What follows belongs to an exercise in optimizing a design on an open flow for a short achievable clock period and few clock cycles; a production flow would make more cautious choices.
RTL that was checked went through simulation tests only; none was proved equivalent to the original.
No activity file was given, so power comes from the tool's default toggle rates.

Setup of zinc:
## mips
module mips#(parameter WIDTH=32,INST_WIDTH=32,REG_COUNT_BITS=5)
				(input clk,input reset,output [WIDTH-1:0]pc,input [INST_WIDTH-1:0]inst,
				 output [WIDTH-1:0] mem_addr,input [WIDTH-1:0] read_data,output  mem_write,output [WIDTH-1:0]write_data);
Size in the first run: ~7000 cells after synthesis, roughly 160 I/O pins, roughly 82000 um2 of cells after synthesis.
export LEC_CHECK = 0
export CAP_MARGIN = 20
export CORE_MARGIN = 2
export CORE_UTILIZATION = 50
export SETUP_SLACK_MARGIN = 2.6
export SLEW_MARGIN = 20
export SYNTH_HIERARCHICAL = 1
export SYNTH_MINIMUM_KEEP_SIZE = 0
create_clock -name core_clock -period 5.2 [get_ports {clk}]
standard.sh (not shown) runs the stock make flow with config.mk's settings and CLKGATE_MAP_FILE= SYNTH_SCRIPT=/design/flow/synth_recipe.tcl, a recipe that flattens the netlist after the stock synthesis.
==> flow/flow/run.sh <==
#!/bin/bash
# The standard layout (the standard.sh, ORFS from synthesis to finish),
# with one change: the buffers that ORFS puts on every input and output port
# are sky130_fd_sc_hd__buf_4 instead of the cell buffer_ports picks by
# default (a slow clkdlybuf4s50_1, which repair_timing leaves in place).
# Make's full output goes to standard.log; ORFS keeps each step's own log
# under orfs/logs/.
set -euo pipefail
bash standard.sh "BUFFER_PORTS_ARGS=-buffer_cell sky130_fd_sc_hd__buf_4" finish > standard.log 2>&1
The final layout from zinc, which completed every stage, passed the timing, DRC and antenna checks at the end of the flow.
Testbench counts of zinc, summed over its fixed seeds: cycles 34,677.
Input changes introduced in delta (baseline for comparison: zinc):
==> flow/run.sh (new file) <==
#!/bin/bash
# synth_recipe.tcl (not shown) runs the flow's synth.tcl, then flattens the netlist and writes it again
# the make line also repeats each setting of config.mk as NAME=value (left out here)
make -C /OpenROAD-flow-scripts/flow DESIGN_CONFIG=/design/flow/config.mk WORK_HOME=/design/flow/orfs CLKGATE_MAP_FILE= SYNTH_SCRIPT=/design/flow/synth_recipe.tcl finish
-- flow/config.mk --
<<< zinc, line 10
export CORE_UTILIZATION = 50
>>> delta, line 10
export CORE_UTILIZATION = 55
removed: flow/flow/run.sh
removed: flow/standard.sh
==> comparison <==
When delta is measured against zinc, its number of placed instances with taps included turns out 236 lower.
Initial core utilization (lower): zinc
In the metrics for zinc and delta, the one carrying the lower via count of the first global-routing pass is delta.
Across zinc and delta, none had a timing, DRC or antenna violation.
Diff zinc -> delta: switching power saw little to no change; proportion of power drawn by combinational gates saw an increase; routed metal-1 wire length saw a decrease; peak ir drop on the vdd network saw an increase.
delta: time the worst path needs with I/O delays and setup lower than zinc
Cell-internal power ends up lower on zinc.
rf[24][9] as the capture point of the critical path was reported by zinc, and rf[26][25] by delta.
zinc and delta ended up with roughly the same overall power after layout.
--- input diff delta..ember ---
-- flow/config.mk --
<<< delta, line 10
export CORE_UTILIZATION = 55
>>> ember, line 10
export CORE_UTILIZATION = 50
==> comparison <==
ember against delta: placeable core area moved up; ratio of cells with drive above 1 in the final layout +0.87 points; combinational group share of total power climbed 0.4 points; clock network fraction of total power now sits lower; post-route worst setup slack has increased.
Against delta, the final cell area of ember is higher.
For leakage dissipation, ember and delta come out practically identical.
On ember: total track usage is 3.2 points lower than what delta gave.
Comparing ember against delta, there is no change at all in synthesized area per cell.
NOTE inverter count delta->ember increased slightly
Of delta and ember, delta shows the lower length of routed wiring on met1, with ember above it.
--- input diff ember..sierra ---
-- flow/config.mk --
<<< ember, line 11
>>> sierra, line 11
export CTS_CLUSTER_DIAMETER = 100
export CTS_CLUSTER_SIZE = 30
From ember to sierra the numbers moved as follows: via count fell by 800; global-route wire length before repair fell by about 1.1%; maximum single-stage delay on the critical path rose by 0.04 ns. Of sierra and ember, it is sierra that has the lower total length of routed met3 wires. When the final numbers for sierra and ember were put side by side, the non-filler instance count after layout turned out to be greater in ember. On worst hold slack: between sierra and ember, it ends up higher for sierra. As far as combinational power is concerned, sierra and ember perform about the same. sierra gives less static leakage than ember did. According to the power report, total power for sierra is lower than for ember.

mips, a different RTL version from the one above (not shown whole).
Size in the first run: roughly 4400 cells after synthesis.
clock: 5.2 ns
lec_check: 0
abc_clock_period_in_ps: 2500
cap_margin: 20
core_margin: 2
core_utilization: 40
setup_slack_margin: 2.6
slew_margin: 20
run.sh (not shown) runs the stock make flow with config.mk's settings and CLKGATE_MAP_FILE= SYNTH_SCRIPT=/design/flow/synth_recipe.tcl, a recipe that flattens the netlist after the stock synthesis.
Stock flow here: none of the scripts above is used.
Then changed:
- ABC_CLOCK_PERIOD_IN_PS: 2500 -> default
- SETUP_SLACK_MARGIN: 2.6 -> default
Combinational power went down by a quarter to a third.
Non-clock buffer count came out lower by 536.
Final area drops by roughly a tenth.
Setup slack loses 0.77 ns.
Cell count went down by a little under a tenth.
Via count came out lower by a little under a tenth.
Synthesized area is unchanged.
Sequential power stays flat.
Then changed:
- ABC_CLOCK_PERIOD_IN_PS: default -> 2000
- CORE_UTILIZATION: 40 -> 60
- PLACE_DENSITY: default -> 0.7
- SETUP_SLACK_MARGIN: default -> 3.0
=> The new run completed with no timing, DRC or antenna violations; wire length rises by about a fifth; setup slack gets better by 0.63 ns; count of clock-buffer cells in the layout falls by 7; global-route usage rises by 17 points; synthesized area stays the same.
No run of this note included a check of the RTL's function; only the layout flow was run.

Another version of the RTL of mips (not shown whole).
For scale: about 6400 cells after synthesis, about 160 I/O pins, roughly 77000 sq um of cells after synthesis.
make LEC_CHECK=0 CAP_MARGIN=20 CORE_MARGIN=2 CORE_UTILIZATION=40 SETUP_SLACK_MARGIN=2.6 SLEW_MARGIN=20 SYNTH_HIERARCHICAL=1 SYNTH_MINIMUM_KEEP_SIZE=0 finish   # period 5.2 ns
Testbench counts at the start, summed over its fixed seeds: cycles 34,677.
Edit:
- CORE_UTILIZATION: 40 -> 50
Outcome: Power falls by 0.46%; non-clock buffer count falls by 79; global-route usage rises by 7.9 points; via count falls by about 1.4%; synthesized cell count is unchanged; wire length falls by about 4.4%; combinational power falls by about 4%; worst setup slack improves by 110 ps; die area falls by about 20%; critical path depth falls by 8.

-- afterwards: timing with drivers on the ports --
The results above use ideal ports. As a check the final layouts listed here were re-extracted and re-timed, cells and wires unchanged.
Step 1, drivers: a clkbuf_16 drives clk and a buf_2 each remaining input, both assumed.
Step 2 moves the port delays by t, midway between the first and last clock arrival at a register: inputs arrive t later, outputs are due t later. That takes back most of the time a late clock gives input paths.
Slacks: ideal ports / drivers / drivers and shift; pairs: ideal ports / drivers.
run | t (ns) | slack for setup (ns) | worst register clock-pin slew, ns
zinc | 0.933 | 2.306 / 2.306 / 1.835 | 0.07 / 0.07
delta | 0.901 | 2.401 / 2.401 / 1.663 | 0.07 / 0.07
ember | 0.936 | 2.421 / 2.421 / 1.731 | 0.07 / 0.07
sierra | 0.824 | 2.403 / 2.403 / 1.795 | 0.12 / 0.12
the first run of note 2 | 0.873 | 1.562 / 1.562 / 0.930 | 0.07 / 0.07
the second run of note 2 | 0.857 | 0.793 / 0.793 / 0.408 | 0.07 / 0.07
the third run of note 2 | 0.845 | 1.420 / 1.420 / 0.778 | 0.07 / 0.07
the first run of note 3 | 0.918 | 2.285 / 2.285 / 1.647 | 0.07 / 0.07
the second run of note 3 | 0.889 | 2.395 / 2.395 / 1.718 | 0.08 / 0.08
After both steps every run listed still meets setup and hold. The setup slack of delta, which loses most, moves by 0.000 ns with the drivers and by -0.738 ns with both steps.
